Background: an optimization exercise with open tools, aiming at small area. Do not read the settings as production practice. No functional check of the RTL was part of any run shown here. Power is estimated from default activity; no workload was simulated.

File: flow/run.sh
#!/bin/bash
# synth_recipe.tcl (not shown) runs the flow's synth.tcl, then flattens the netlist and writes it again
# the make line also repeats each setting of config.mk as NAME=value (left out here)
make -C /OpenROAD-flow-scripts/flow DESIGN_CONFIG=/design/flow/config.mk WORK_HOME=/design/flow/orfs CLKGATE_MAP_FILE= SYNTH_SCRIPT=/design/flow/synth_recipe.tcl finish
File: flow/config.mk
export PLATFORM = sky130hd
export DESIGN_NAME = DE0_NANO_G_Sensor
export DESIGN_NICKNAME = DE0_NANO_G_Sensor
export VERILOG_FILES = /design/flow/design.v
export SDC_FILE = /design/flow/constraint.sdc
export NUM_CORES = 4
export LEC_CHECK = 0
export ABC_AREA = 1
export CAP_MARGIN = 20
export CORE_MARGIN = 2
export CORE_UTILIZATION = 40
export SLEW_MARGIN = 20
File: flow/constraint.sdc
create_clock -name core_clock -period 10.0 [get_ports {clk}]
set_input_delay 2.0000 -clock core_clock [delete_from_list [all_inputs] [get_ports {clk}]]
set_output_delay 2.0000 -clock core_clock [all_outputs]
set_load 0.01 [all_outputs]
File: flow/design.v
module DE0_NANO_G_Sensor(
	clk,
	rst_n,
	spi_clk_out,
	LED,
	DATA_X,
	G_SENSOR_CS_N,
	G_SENSOR_INT,
	I2C_SCLK,
	I2C_SDAT_IN,
	I2C_SDAT_OUT,
	I2C_SDAT_OE
);
input              clk;
input              rst_n;
input              spi_clk_out;
output      [7:0]  LED;
output reg [15:0]  DATA_X;
output             G_SENSOR_CS_N;
input              G_SENSOR_INT;
output             I2C_SCLK;
input              I2C_SDAT_IN;
output             I2C_SDAT_OUT;
output             I2C_SDAT_OE;
localparam [3:0] S_HB = 4'd12, S_ST = 4'd13, S_LB = 4'd14;
reg  [3:0]  st;
reg         go;         
reg         en;         
reg  [3:0]  cnt;        
reg         je;         
reg  [7:0]  s2p;        
reg  [7:0]  low_byte;
reg  [14:0] idle_lf;    
wire rd      = st[3] & st[2];
wire spi_end = en & (cnt == 4'd0);
wire idle    = ~go;
wire is_st   = (st == S_ST);
wire is_lb   = (st == S_LB);
wire is_hb   = (st == S_HB);
wire hb_go   = je & is_lb;
wire lb_go   = je & is_st & s2p[7];
wire guard   = is_st & cnt[3] & cnt[2];
wire timeout = (idle_lf == 15'h00fe);
wire st_go   = timeout | (G_SENSOR_INT & ~guard);
wire start   = ~rd | hb_go | lb_go | st_go;
reg [13:0] wdata;
always @(*)
	case (st)
	4'd1   : wdata = {6'h24, 8'h20};  
	4'd2   : wdata = {6'h25, 8'h03};  
	4'd3   : wdata = {6'h26, 8'h01};  
	4'd4   : wdata = {6'h27, 8'h7f};  
	4'd5   : wdata = {6'h28, 8'h09};  
	4'd6   : wdata = {6'h29, 8'h46};  
	4'd7   : wdata = {6'h2c, 8'h09};  
	4'd8   : wdata = {6'h2e, 8'h10};  
	4'd9   : wdata = {6'h2f, 8'h10};  
	4'd10  : wdata = {6'h31, 8'h40};  
	default: wdata = {6'h2d, 8'h08};  
	endcase
wire [15:0] word = rd ? {2'b10, 4'b1100, ~is_st, is_hb, 8'h08} : {2'b00, wdata};
assign G_SENSOR_CS_N = ~go;
assign I2C_SCLK      = en ? spi_clk_out : 1'b1;
assign I2C_SDAT_OE   = en & (~rd | cnt[3]);
assign I2C_SDAT_OUT  = word[cnt];
always @(posedge clk or negedge rst_n)
	if (!rst_n) begin
		go <= 1'b0;
		en <= 1'b0;
		st <= 4'd1;
	end else begin
		if (idle) begin
			if (start) go <= 1'b1;
			if (rd & start) st <= hb_go ? S_HB : lb_go ? S_LB : S_ST;
		end else if (spi_end) begin
			go <= 1'b0;
			if (!rd) st <= st + 4'd1;
		end
		if (spi_end) en <= 1'b0;
		else if (go) en <= 1'b1;
	end
always @(posedge clk) begin
	if (en | (idle & cnt[2])) cnt <= cnt - 4'd1;
	else if (go)              cnt <= 4'hf;
	je  <= spi_end & rd;
	s2p <= {s2p[6:0], I2C_SDAT_IN};
	if (~rd | (spi_end & is_st)) idle_lf <= 15'h7fff;
	else if (spi_end & is_hb)    idle_lf <= 15'h7ffc;
	else                         idle_lf <= {idle_lf[13:0], idle_lf[14] ^ idle_lf[13]};
	if (je & is_lb) low_byte <= s2p;
end
always @(posedge clk or negedge rst_n)
	if (!rst_n) DATA_X <= 16'd0;
	else if (je & is_hb) DATA_X <= {s2p, low_byte};
reg  [1:0]  int2_d;
reg         act_n;      
reg  [20:0] pre_lf;     
reg  [2:0]  phase;      
wire        int_rise = ~int2_d[1] & int2_d[0];
wire        tick     = (pre_lf == 21'h155400);
always @(posedge clk or negedge rst_n)
	if (!rst_n) begin
		int2_d <= 2'b00;
		act_n  <= 1'b1;
	end else begin
		int2_d <= {int2_d[0], G_SENSOR_INT};
		if (int_rise) act_n <= 1'b0;
		else if (tick & (&phase)) act_n <= 1'b1;
	end
always @(posedge clk) begin
	if (int_rise | tick) pre_lf <= 21'h1fffff;
	else                 pre_lf <= {pre_lf[19:0], pre_lf[20] ^ pre_lf[18]};
	if (int_rise) phase <= 3'd0;
	else          phase <= phase + {2'd0, tick};
end
wire [4:0] sel = G_SENSOR_INT ? DATA_X[9:5] :
                 (DATA_X[9] ? (DATA_X[8] ? DATA_X[8:4] : 5'h10) : (DATA_X[8] ? 5'h0f : DATA_X[8:4]));
wire       sgn = sel[4];
wire [2:0] mag = sgn ? ~sel[3:1] : sel[3:1];
reg [7:0] tilt;
always @(*)
	case (mag)
	3'd0: tilt = 8'h18;
	3'd1: tilt = sgn ? 8'h08 : 8'h10;
	3'd2: tilt = sgn ? 8'h0c : 8'h30;
	3'd3: tilt = sgn ? 8'h04 : 8'h20;
	3'd4: tilt = sgn ? 8'h06 : 8'h60;
	3'd5: tilt = sgn ? 8'h02 : 8'h40;
	3'd6: tilt = sgn ? 8'h03 : 8'hc0;
	default: tilt = sgn ? 8'h01 : 8'h80;
	endcase
assign LED = act_n ? tilt : (phase[0] ? 8'h00 : 8'hff);
endmodule
==> summary.md, run 1 <==
| Metric | Value |
|---|---|
| Min cycle time layout | `5.89 ns` |
| Die Area | `9900 sq um` |
| # IOs | `33` |
| Ys async rst share | `29.4%` |
| Clock power frac | `about 39%` |
| Placed insts | `541` |
| Most common cell after layout, fill and taps aside | `nand2_1` |
| Total number of vias | `2,669` |
| Final cell count without fillers | `557` |
| Filler instances | `roughly 850` |
| Clk Tree Root Cell | `clkbuf_8` |
| CP Cell Sequence | `clkdlybuf4s50_1, inv_1, nand2_1, o21ai_1, inv_1, o21ai_0, nand2_1, nand2_1, clkdlybuf4s50_1` |
| Synthesis Warnings | `1` |
| Via-to-Cell Ratio | `4.79` |
| Max IR drop VDD | `just over 0.07 mV` |
| Setup TNS | `0 ns` |
| Diodes inserted | `0` |
| DRC violation total after the first TritonRoute iteration | `58` |
| Leak pwr | `2.01 nW` |
| Num CTS Buffers | `9` |
| Comb pwr share | `2.0%` |
| Antenna violations before repair | `0` |
| Critical Path Start Type | `input pin` |
| Wirelength per Cell | `12.0 um` |
| Core Footprint | `around 8800 sq um` |
| P&R area growth vs syn | `15.9%` |
| Setup Skew | `approximately 0.011 ns` |
| CTS clk-pin slew, worst paths | `roughly 0.080 ns` |
| Post-route ant nets | `0` |
| Final period util | `58.9%` |
| TritonCTS clock tree | `built` |
| Worst EP arrival | `3.89 ns` |
| MaxCap Viol Count | `0` |
| Cell Area, Synth | `between 3000 and 4000 sq um` |
| Status | `timing/DRC/antenna clean` |
| Final Routed Wirelength | `6670 um` |
| Dpl hpwl | `4680 um` |
| Total power | `0.000606 W` |
| CP peak stage delay | `between 0.5 and 0.6 ns` |
| Iteration count of the initial detailed-routing pass | `4` |
| Syn_area_per_cell | `around 9 sq um` |
| Pint | `approximately 0.00047 W` |
| # setup viols final | `0` |
| Vias in the first global route | `2,559` |
| Critical path buffer and inverter count | `4` |
| Top cell by count, worst path | `nand2_1` |
| Clock latency (worst-skew pair) | `between 0.3 and 0.4 ns` |
| Syn Nets | `426` |
| Clock H-tree levels | `3` |
| Synth Instances | `411` |
| Crit path kind | `in2out` |
| Power Density | `between 100 and 150 nW/um^2` |
| Multi-input gate area | `between 1000 and 1500 sq um` |
| Maximum number of pins on one net before global-route repair | `26` |
| Most frequent cells in the layout | `nand2_1 (108), inv_1 (53), dfxtp_1 (48)` |
| RSZ-0062 raised after global routing | `no` |
| Gr ovfl total | `0` |
| Setup crit end kind | `primary output` |
| Synth Register Bits | `85` |
| Crit-path leading delay family | `buffers and inverters` |
| Total track usage | `between 10 and 15%` |
| Fmax achieved | `between 150 and 200 MHz` |
| Die X | `roughly 100 um` |
| Ys flop type | `dfxtp_1` |
| Clk sinks | `85` |
| Hold crit path type | `reg2reg` |
| Post-synth cell types | `37` |
| Initial core utilization | `~41%` |
| Sw frac | `between 20% and 30%` |
| Sequential Power Share | `58.5%` |
| Clock Path Buffers | `2` |
| CP Max Fanout | `8` |
| EDFF count, synth | `12` |
| Switching power | `0.000136 W` |
| Input/output buffers | `32` |
| Final Max Tran Viols | `0` |
| Share of post-route cells with drive strength above 1 | `10.9%` |
| Worst-Margin Slew | `0.766 ns` |
| Row cnt | `34` |
| Remaining DRCs | `0` |
| Storage element area | `1950 sq um` |
| Req. time, crit path | `about 8 ns` |
| Fin nets | `459` |
| GPL Wtd Cong | `0.871` |
| Fin. Hold Viols | `0` |
| Cts hold-fix bufs | `0` |
| CP max stage cell | `clkdlybuf4s50_1` |
| Slew Limit Headroom | `roughly half` |
| Post-CTS Setup Bufs | `0` |
| PostCTS Resize Cnt | `0` |
| Die Y | `99.5 um` |
| First-pass GRT wire length | `between 10,000 and 15,000 um` |
| Register area share after synthesis | `53.4%` |
==> cell type report <==
cell class	count	area share, %
inverters	56	5.03
repair buffers	33	7.75
clock inverters	5	0.917
flip-flops and latches	85	46.1
clock buffers	11	3.85
multi-input cells	259	33.2
well taps	108	3.19
==> power groups by stage <==
stage | clock network [W] | logic, W | registers (W)
final | 0.000239 | 0.0000123 | 0.000355
after global routing | 0.000262 | 0.0000148 | 0.000356
after CTS | 0.000246 | 0.0000128 | 0.000355
after detailed placement | 0 | 0.0000127 | 0.000362
after global placement | 0 | 0.0000124 | 0.000362
after floorplan | 0 | 0.00000649 | 0.000362
==> synth_stat cells, drive strengths merged, types with 2 or more instances <==
library cell / count / area share [%]
inv: 55 / 5.7
edfxtp: 12 / 9.9
nand4: 7 / 1.2
nand2: 112 / 12
dfrtp: 23 / 16
mux2: 12 / 4.9
nand3: 25 / 3.8
dfstp: 2 / 1.4
nor2: 35 / 3.9
or2: 16 / 2.7
buf: 10 / 2.2
xnor2: 3 / 0.72
nor3: 2 / 0.27
dfxtp: 48 / 26
o21ai: 17 / 2.3
a21oi: 14 / 2.0
ha: 10 / 3.4
==> registers in the layout (all words and copies together), names as in the netlist <==
register / flops
je: 1
DATA_X: 16
s2p: 8
act_n: 1
phase: 3
cnt: 4
pre_lf: 21
idle_lf: 15
en: 1
go: 1
low_byte: 8
st: 4
int2_d: 2
==> routing by layer <==
| layer | up-vias | share of wire, % | global-route usage [%] |
|---|---|---|---|
| met5 | - | 0 | 0 |
| met3 | 9 | 3.9 | 4.08 |
| li1 | 1363 | - | - |
| met4 | 0 | 1.5 | 5.69 |
| met2 | 51 | 43 | 21.6 |
| met1 | 1246 | 51 | 19.9 |
==> worst register-to-register path: cells and delay by family (launching register included) <==
kind                     cells  cell delay (ns)
buffers and inverters        2             0.27
flip-flops                   1             0.51
adder cells (fa/ha/maj)      1             0.24
AND/OR/NAND/NOR              6             0.81
==> through the flow <==
stage	utilization (%)	hold slack [ns]	worst slack, ns	area [sq um]
2_1_floorplan	-	0.347	5.32	3650
3_3_place_gp	45.8	0.359	4.18	4030
3_5_place_dp	45.8	0.360	4.09	4030
6_report	48.0	0.363	4.11	4230
4_1_cts	48.0	0.370	4.08	4230
5_1_grt	48.0	0.375	3.87	4230
==> cells by family (layout without fill, tap and decap cells) <==
kind of cell	count (synthesis)	in the layout	share of synthesized area, %
fa+ha+maj	10	10	3.43
simple gates	198	198	24.0
flops	85	85	53.4
buf+inv	67	105	8.12
compound gates	36	36	5.38
mux	12	12	4.94
xor+xnor	3	3	0.720
==> worst paths after layout <==
path | from | end | slack, ns | depth (start not counted)
hold reg to reg | s2p[6] | s2p[7] | 0.36 | 0
setup / recovery | G_SENSOR_INT | LED[4] | 4.11 | 9
min in group asynchronous | rst_n | DATA_X[2] | 2.03 | 2
max in group asynchronous | rst_n | act_n | 7.67 | 2
setup reg to reg | cnt[0] | idle_lf[3] | 8.05 | 9
hold / removal | s2p[6] | s2p[7] | 0.36 | 0
==> run 2, diff against run 1 <==
--- a/flow/config.mk
+++ b/flow/config.mk
@@ -6,5 +6,4 @@
 export NUM_CORES = 4
 export LEC_CHECK = 0
-export ABC_AREA = 1
 export CAP_MARGIN = 20
 export CORE_MARGIN = 2
==> run 2 against run 1 <==
Die area hardly changed. Clock power is 4% higher. Total power is 1.4% higher. Count of clock-buffer cells in the layout is 2 lower. Clock skew is 0.00087 ns higher. Global-route usage is 0.49 points higher. Sequential cell count stayed put. Sequential share of layout area is 0.64 points higher. Utilization is 0.42 points lower. Register-to-register slack worse by 0.17 ns. Synthesized cell count is 19% lower. Hold slack better by 0.0083 ns. Largest cell class unchanged. Largest power group unchanged.
==> summary.md, run 2 <==
| Metric | Value |
|---|---|
| # setup viols final | `0 (unchanged)` |
| RSZ-0062 raised after global routing | `no` |
| Ys async rst share | `29.4% (unchanged)` |
| Via-to-Cell Ratio | `5.30 (+11%)` |
| Comb pwr share | `1.7% (-0.3 points)` |
| Slew Limit Headroom | `55.1% (+6.4 points)` |
| Sequential Power Share | `57.9% (-0.6 points)` |
| Pre-CTS setup slack | `3.63 ns (-0.453 ns)` |
| Row cnt | `34 (unchanged)` |
| Maximum number of pins on one net before global-route repair | `26 (unchanged)` |
| Total track usage | `15.0% (+0.49 points)` |
| Remaining DRCs | `0 (unchanged)` |
| Sw frac | `22.4% (+0.064 points)` |
| Register area share after synthesis | `53.4% (about the same)` |
| # IOs | `33 (unchanged)` |
| Synth Register Bits | `85 (unchanged)` |
| Die Y | `99.5 um (about the same)` |
| Setup Skew | `0.0120 ns (+0.000874 ns)` |
| WHS Endpoint | `s2p[7]` |
| Req. time, crit path | `8.00 ns (about the same)` |
| Syn_area_per_cell | `11.0 sq um (+24%)` |
| Synthesis Warnings | `1 (unchanged)` |
| Total power | `0.000615 W (+1.4%)` |
| RR Endpoint | `phase[2]` |
| Top cells by count, synth | `dfxtp_1 (48), dfrtp_1 (23), or3_1 (23)` |
| Power Density | `147 nW/um^2 (+2.8%)` |
| Worst-Margin Slew | `0.673 ns (-0.0934 ns)` |
| Min cycle time layout | `6.36 ns (+0.462 ns)` |
| Clock Path Buffers | `2 (unchanged)` |
| Switching power | `0.000138 W (+1.7%)` |
| Max FFs per register | `21 (unchanged)` |
| Final Max Tran Viols | `0 (unchanged)` |
| Gr ovfl total | `0 (unchanged)` |
| Vias in the first global route | `2,460 (-3.9%)` |
| Initial core utilization | `41.6% (+0.17 points)` |
| Fin. Hold Viols | `0 (unchanged)` |
| Clock H-tree levels | `3 (unchanged)` |
| Hold slack | `0.371 ns (+0.00828 ns)` |
| Post-CTS Setup Bufs | `0 (unchanged)` |
| Setup crit end kind | `primary output` |
| Clk sinks | `85 (unchanged)` |
| Status | `timing/DRC/antenna clean` |
| Die X | `99.5 um (about the same)` |
| Setup TNS | `0 ns (unchanged)` |
| Cell Area, Synth | `3650 sq um (about the same)` |
| Filler instances | `821 (-3.2%)` |
| Synth Instances | `331 (-19%)` |
| Total number of vias | `2,474 (-7.3%)` |
| Wirelength per Cell | `14.7 um (+22%)` |
| Antenna violations before repair | `0 (unchanged)` |
| MaxCap Viol Count | `0 (unchanged)` |
| TritonCTS clock tree | `built` |
| Die Area | `9900 sq um (about the same)` |
| R2R cell count | `7 (-2)` |
| Top Registers | `pre_lf x21, DATA_X x16, idle_lf x15` |
| Fin nets | `369 (-20%)` |
| Cts hold-fix bufs | `0 (unchanged)` |
| Num CTS Buffers | `9 (unchanged)` |
| Max IR drop VDD | `0.0753 mV (+6.3%)` |
| EDFF count, synth | `12 (unchanged)` |
| CTS clk-pin slew, worst paths | `0.08 ns (about the same)` |
| Most frequent cells in the layout | `dfxtp_1 (48), clkdlybuf4s50_1 (32), dfrtp_1 (23), or3_1 (23), nand2_1 (21)` |
| Reg2Reg Setup Slack | `7.88 ns (-0.17 ns)` |
| Post-synth cell types | `67 (+81%)` |
| Final Routed Wirelength | `6850 um (+2.7%)` |
| Setup WS post-layout | `3.64 ns (-0.462 ns)` |
| Crit path kind | `in2out` |
| Worst r2r src | `pre_lf[1]` |
| Final period util | `63.6% (+4.6 points)` |
| DRC violation total after the first TritonRoute iteration | `68 (+17%)` |
| Syn Nets | `346 (-19%)` |
| Critical Path Start Type | `input pin` |
| Utilization after layout | `47.6% (-0.42 points)` |
| Most flops, register | `pre_lf` |
| Synth top area share | `26.3% (about the same)` |
| Clock power frac | `40.4% (+1.0 points)` |
| Iteration count of the initial detailed-routing pass | `4 (unchanged)` |
| Dpl hpwl | `4660 um (-0.25%)` |
| Share of post-route cells with drive strength above 1 | `17.5% (+6.6 points)` |
| Most common cell after layout, fill and taps aside | `dfxtp_1` |
| Fmax achieved | `157 MHz (-7.3%)` |
| Clk Tree Root Cell | `clkbuf_8` |
| Diodes inserted | `0 (unchanged)` |
| Post-route ant nets | `0 (unchanged)` |
| Clock latency (worst-skew pair) | `0.35 ns (about the same)` |
| PostCTS Resize Cnt | `0 (unchanged)` |
| Min-delay src | `s2p[6]` |
| Most frequent cell after synthesis | `dfxtp_1` |
| GPL Wtd Cong | `0.865 (-0.67%)` |
| Pint | `0.000477 W (+1.3%)` |
| Worst EP arrival | `4.36 ns (+0.47 ns)` |
| Input/output buffers | `32 (unchanged)` |
| P&R area growth vs syn | `14.4%` |
| Largest cells by area after synthesis | `dfxtp_1 (26%), dfrtp_1 (16%), edfxtp_1 (9.9%), mux2_2 (5.6%), or3_1 (3.9%)` |
| Hold crit path type | `reg2reg` |
| Cells on Worst Hold Path | `0 (unchanged)` |
| Largest area contributor in the netlist | `dfxtp_1` |
| Leak pwr | `1.62 nW (-20%)` |
| CP Max Fanout | `12 (+4)` |
| First-pass GRT wire length | `11,900 um (+3.0%)` |
| Ys flop type | `dfxtp_1` |
| Core Footprint | `8760 sq um (-0.48%)` |
-- run 2: per-stage QoR --
step | cell area, sq um | cells
after floorplan | 3650 | 331
after global placement | 3970 | 451
after detailed placement | 3970 | 451
after CTS | 4170 | 467
after global routing | 4170 | 467
final | 4170 | 467
-- run 2: logic make-up (layout without fill, tap and decap cells) --
logic type,count (synthesis),after routing,share of synthesized area (%)
multiplexers,20,20,6.11
AND/OR/NAND/NOR,112,112,17.5
flip-flops,85,85,53.4
adder cells (fa/ha/maj),10,10,3.43
buffers and inverters,32,60,5.04
AO/OA/AOI/OAI,65,65,12.6
XOR/XNOR,7,7,1.89
-- run 2: worst max-delay path, stage by stage --
cell and delay (ns):
clkdlybuf4s50_1 0.74, inv_1 0.15, a21o_1 0.22, o21ai_1 0.22, mux2_2 0.37, o21ai_1 0.12
clkdlybuf4s50_1 0.54
-- run 2: metal layers --
metal  track usage (%)  vias to the layer above  share of wire, %
met4              4.32                        0              0.76
li1                  -                     1239                 -
met2              22.9                       35                46
met3              4.15                        6               3.2
met5                 0                        -                 0
met1              20.9                     1194                50
-- run 2: area by class of cell --
| type | instances | area [sq um] | area share [%] |
|---|---|---|---|
| Multi-Input combinational cell | 214 | 1520 | 36.3 |
| Clock buffer | 9 | 124 | 2.97 |
| Sequential cell | 85 | 1950 | 46.7 |
| Inverter | 11 | 41.3 | 0.990 |
| Clock inverter | 7 | 78.8 | 1.89 |
| Tap cell | 108 | 135 | 3.24 |
| Timing Repair Buffer | 33 | 328 | 7.86 |
-- run 2: power by group through the flow --
stage	clock network (W)	logic [W]	registers (W)
after floorplan	0	0.00000516	0.000362
after global placement	0	0.0000103	0.000363
after detailed placement	0	0.0000105	0.000363
after CTS	0.000258	0.0000106	0.000356
after global routing	0.000272	0.0000119	0.000357
final	0.000248	0.0000103	0.000356
-- run 2: how the worst max path moves through the flow --
stage / start / cells past startpoint / end
3_3_place_gp: G_SENSOR_INT / 7 / LED[2]
4_1_cts: G_SENSOR_INT / 7 / LED[2]
3_5_place_dp: G_SENSOR_INT / 7 / LED[2]
2_1_floorplan: G_SENSOR_INT / 5 / LED[2]
5_1_grt: G_SENSOR_INT / 7 / LED[2]
6_report: G_SENSOR_INT / 7 / LED[2]

static timing again, ports no longer ideal:
How much do the figures lean on ideal ports? The routed layouts below were timed once more, with nothing changed but the port constraints.
Step 1 assumes that a clkbuf_16 drives the clock port and a buf_2 every other input.
Step 2, shift: input delay + t, output delay - t, t = (earliest + latest rising clock arrival at the registers) / 2. This alone moves slack from input paths to output paths.
Three values: ideal ports, drivers, drivers and shift; two values: the first two.
run	shift t [ns]	slack for setup (ns)	hold WS [ns]	worst data-port slew with drivers (ns)
run 1	0.373	4.107 / 4.072 / 4.072	0.363 / 0.363 / 0.363	0.04
run 2	0.377	3.645 / 3.620 / 3.620	0.371 / 0.371 / 0.371	0.03
After both steps setup and hold are still met in every run listed. For run 1, which loses most, drivers alone change the setup slack by -0.035 ns; drivers and shift together by -0.035 ns.
